This is an optimization exercise on Yosys and OpenROAD, whose aim is small area, not a production implementation.
Function was checked by simulation only, so behaviour that the tests miss may differ from the original.
Power figures rest on the tool's default switching activity, not on a simulated workload.

// sd_frame_reader_top
module sd_frame_reader_top
(
  input  wire        clk,
  input  wire        rst,
  output wire        sd_sck,
  output wire        sd_mosi,
  input  wire        sd_miso,
  output wire        sd_cs_n,
  output wire [31:0] waddr,
  output reg  [7:0]  wdata,
  output wire        we,
  output wire        frame_done,
  output wire        init_ready,
  output wire        init_is_sdhc,
  output wire        any_error
);
  localparam [4:0]
    S_RST      = 5'd0,
    S_DUMMY    = 5'd1,
    S_CMD0_S   = 5'd2,
    S_CMD0_R   = 5'd3,
    S_CMD8_S   = 5'd4,
    S_CMD8_R   = 5'd5,
    S_CMD8_RD  = 5'd6,
    S_LOOP     = 5'd7,
    S_CMD55_S  = 5'd8,
    S_CMD55_R  = 5'd9,
    S_ACMD41_S = 5'd10,
    S_ACMD41_R = 5'd11,
    S_CMD58_S  = 5'd12,
    S_CMD58_R  = 5'd13,
    S_CMD58_RD = 5'd14,
    S_CMD16_S  = 5'd15,
    S_CMD16_R  = 5'd16,
    S_ERR_I    = 5'd17,
    S_DONE     = 5'd18,
    S_RCMD_S   = 5'd19,
    S_RCMD_R   = 5'd20,
    S_WTOK     = 5'd21,
    S_STRF     = 5'd22,
    S_STREAM   = 5'd23,
    S_DROP     = 5'd24,
    S_BLK      = 5'd25,
    S_NEXT     = 5'd26,
    S_STOP_S   = 5'd27,
    S_STOP_R   = 5'd28,
    S_FIN      = 5'd29,
    S_ERR_R    = 5'd30;
  reg [4:0]  state;
  reg [16:0] R;
  wire [3:0] idx = R[11:8];
  reg [1:0]  ph;
  reg        sck;
  reg [2:0]  bitc;
  reg [7:0]  rx;
  reg        sdhc;
  reg [18:0] addr;
  wire idle  = (ph == 2'd0);
  wire start = (ph == 2'd1);
  wire busy  = (ph == 2'd2);
  wire done  = (ph == 2'd3);
  wire rd    = (state > S_DONE);           
  wire st_send  = (state == S_CMD0_S) | (state == S_CMD8_S) | (state == S_CMD55_S) |
                  (state == S_ACMD41_S) | (state == S_CMD58_S) | (state == S_CMD16_S) |
                  (state == S_RCMD_S) | (state == S_STOP_S);
  wire st_long  = (state == S_CMD0_R) | (state == S_CMD8_R) | (state == S_ACMD41_R);
  wire st_short = (state == S_CMD55_R) | (state == S_CMD58_R) | (state == S_CMD16_R);
  wire st_wait  = (state == S_RCMD_R) | (state == S_WTOK) | (state == S_STOP_R);
  wire st_poll  = st_long | st_short | st_wait;
  wire st_read  = (state == S_CMD8_RD) | (state == S_CMD58_RD);
  wire st_err   = (state == S_ERR_I) | (state == S_ERR_R);
  wire lim = st_long  ? &R[15:8] :
             st_short ? &R[14:8] :
             (R[16] & R[13] & R[12] & R[11] & R[7]);    
  wire rx_ff = &rx;
  wire rx_00 = ~|rx;
  wire rx_01 = (rx == 8'h01);
  ...
For scale: ~460 cells after synthesis, roughly 51 I/O pins.
export LEC_CHECK = 0
export ABC_AREA = 1
export CAP_MARGIN = 20
export CORE_MARGIN = 2
export CORE_UTILIZATION = 60
export PLACE_DENSITY = 0.7
export SLEW_MARGIN = 20
create_clock -name core_clock -period 10.0 [get_ports {clk}]
standard.sh (not shown) runs the stock make flow with config.mk's settings and CLKGATE_MAP_FILE= SYNTH_SCRIPT=/design/flow/synth_recipe.tcl, a recipe that flattens the netlist after the stock synthesis.
==> flow/flow/run.sh <==
#!/bin/bash
# Own layout flow: the standard synthesis, then an area re-mapping of the
# combinational logic (registers untouched), then the standard layout.
set -euo pipefail
W=$(pwd)
R=$W/orfs/results/$FLOW_PLATFORM/sd_frame_reader_top/base
YOSYS=$FLOW_HOME/../tools/install/yosys/bin/yosys
[[ -x $YOSYS ]] || YOSYS=yosys

export BUFFER_PORTS_ARGS="-buffer_cell sky130_fd_sc_hd__buf_1"
export CTS_ARGS="-sink_clustering_enable -repair_clock_nets -dont_use_dummy_load -buf_list sky130_fd_sc_hd__clkbuf_8"

bash standard.sh synth > $W/log_synth.txt 2>&1
cp $R/1_2_yosys.v $W/std_synth.v

export REMAP_LIB=$FLOW_HOME/platforms/$FLOW_PLATFORM/lib/sky130_fd_sc_hd__tt_025C_1v80.lib
export REMAP_TOP=$FLOW_TOP
export REMAP_IN=$W/std_synth.v
export REMAP_OUT=$W/remap.v
export REMAP_ABC_TIME=60
export REMAP_DONT_USE="$(cat $W/flow/dont_use.txt)"
$YOSYS -c $W/flow/remap.tcl > $W/log_remap.txt 2>&1

cp $W/remap.v $R/1_2_yosys.v
rm -f $R/1_synth.odb $R/1_synth.sdc
bash standard.sh > $W/log_layout.txt 2>&1
==> flow/flow/remap.tcl <==
# Area re-mapping of the standard synthesis netlist's combinational logic.
# Every register instance keeps its name and cell type; only the logic
# between registers and ports is re-synthesised (ABC, area oriented).
yosys -import
set lib      $::env(REMAP_LIB)
set top      $::env(REMAP_TOP)
set abc_time $::env(REMAP_ABC_TIME)
set du {}
foreach c $::env(REMAP_DONT_USE) { lappend du -dont_use $c }

read_liberty -ignore_miss_func $lib
read_verilog $::env(REMAP_IN)
hierarchy -top $top
# sequential cells stay instances
setattr -mod -set keep_hierarchy 1 sky130_fd_sc_hd__*df* sky130_fd_sc_hd__*dl*
flatten
opt_clean -purge
select -module $top
tee -o $::env(REMAP_OUT).pre_stat.txt stat
abc -liberty $lib {*}$du -script "+strash;&get,-n;&deepsyn,-T,$abc_time;&put;dch,-f;amap;topo"
opt_clean -purge
splitnets
opt_clean -purge
hilomap -singleton -hicell sky130_fd_sc_hd__conb_1 HI -locell sky130_fd_sc_hd__conb_1 LO
insbuf -buf sky130_fd_sc_hd__buf_4 A X
opt_clean -purge
select -clear
select $top
write_verilog -noattr -nohex -nodec -selected $::env(REMAP_OUT)
Other scripts of this flow, unchanged in this note and not shown: flow/flow/dont_use.txt
Rerun with:
--- a/flow/flow/run.sh
+++ b/flow/flow/run.sh
@@ -9,5 +9,5 @@
 
 export BUFFER_PORTS_ARGS="-buffer_cell sky130_fd_sc_hd__buf_1"
-export CTS_ARGS="-sink_clustering_enable -repair_clock_nets -dont_use_dummy_load -buf_list sky130_fd_sc_hd__clkbuf_8"
+export CTS_ARGS="-sink_clustering_enable -repair_clock_nets -dont_use_dummy_load -buf_list sky130_fd_sc_hd__clkbuf_16 -sink_clustering_size 64 -sink_clustering_max_diameter 300"
 
 bash standard.sh synth > $W/log_synth.txt 2>&1
Synthesized cell count stays the same.
Design area increases by 2.8%.
Synthesized area does not change.
Rerun with:
--- a/flow/flow/run.sh
+++ b/flow/flow/run.sh
@@ -9,5 +9,4 @@
 
 export BUFFER_PORTS_ARGS="-buffer_cell sky130_fd_sc_hd__buf_1"
-export CTS_ARGS="-sink_clustering_enable -repair_clock_nets -dont_use_dummy_load -buf_list sky130_fd_sc_hd__clkbuf_16 -sink_clustering_size 64 -sink_clustering_max_diameter 300"
 
 bash standard.sh synth > $W/log_synth.txt 2>&1
Settings changed: CORE_UTILIZATION 60 to 40, PLACE_DENSITY 0.7 to unset.
Outcome: Utilization shrinks by 22 points. Worst setup slack improves by 22 ps. Die area increases by 47%. Cell count climbs by 7.2%. Total power drops by 7.9%. Clock-buffer cell count stays the same. First-iteration DRC count drops by 55%. Combinational power shrinks by about 1%.
Rerun with:
--- a/flow/flow/run.sh
+++ b/flow/flow/run.sh
@@ -9,4 +9,6 @@
 
 export BUFFER_PORTS_ARGS="-buffer_cell sky130_fd_sc_hd__buf_1"
+export CTS_ARGS="-sink_clustering_enable -repair_clock_nets -dont_use_dummy_load -buf_list sky130_fd_sc_hd__clkbuf_4"
+export SKIP_REPAIR_TIE_FANOUT=1
 
 bash standard.sh synth > $W/log_synth.txt 2>&1
@@ -17,5 +19,5 @@
 export REMAP_IN=$W/std_synth.v
 export REMAP_OUT=$W/remap.v
-export REMAP_ABC_TIME=60
+export REMAP_ABC_TIME=90
 export REMAP_DONT_USE="$(cat $W/flow/dont_use.txt)"
 $YOSYS -c $W/flow/remap.tcl > $W/log_remap.txt 2>&1
--- a/flow/flow/remap.tcl
+++ b/flow/flow/remap.tcl
@@ -18,5 +18,5 @@
 select -module $top
 tee -o $::env(REMAP_OUT).pre_stat.txt stat
-abc -liberty $lib {*}$du -script "+strash;&get,-n;&deepsyn,-T,$abc_time;&put;dch,-f;amap;topo"
+abc -liberty $lib {*}$du -script "+strash;&get,-n;&deepsyn,-T,$abc_time;&dch,-f;&nf,-R,1000,-p;&put;topo"
 opt_clean -purge
 splitnets
Settings changed: CORE_UTILIZATION 40 to 60, PLACE_DENSITY set to 0.7.
Result: The changed run produced a clean layout; first-iteration DRC count came out higher by 100%; wire length shrinks by 8.0%; clock-buffer cell count stays the same; hold slack improved by 5.0 ps; synthesized cell count shrinks by 9.1%; setup slack loses 33 ps; sequential power is about the same.

==> re-timing with driven ports <==
The results above use ideal ports. As a check the final layouts listed here were re-extracted and re-timed, cells and wires unchanged.
Step 1, drivers: a clkbuf_16 drives clk and a buf_2 each remaining input, both assumed.
Step 2, shift: input delay + t, output delay - t, t = (earliest + latest rising clock arrival at the registers) / 2. This alone moves slack from input paths to output paths.
a / b / c = ideal ports / drivers / drivers and shift; a / b = the first two.
run | t, ns | setup slack, ns | worst hold slack (ns) | slew at the worst register clock pin (ns)
the first run | 0.363 | 5.118 / 5.086 / 5.449 | 0.464 / 0.464 / 0.464 | 0.07 / 0.07
the second run | 0.353 | 5.141 / 5.106 / 5.459 | 0.463 / 0.463 / 0.463 | 0.05 / 0.05
the third run | 0.379 | 5.163 / 5.128 / 5.507 | 0.473 / 0.473 / 0.473 | 0.09 / 0.09
the fourth run | 0.432 | 5.130 / 5.102 / 5.534 | 0.478 / 0.478 / 0.478 | 0.11 / 0.11
After both steps setup and hold are still met in every run listed.
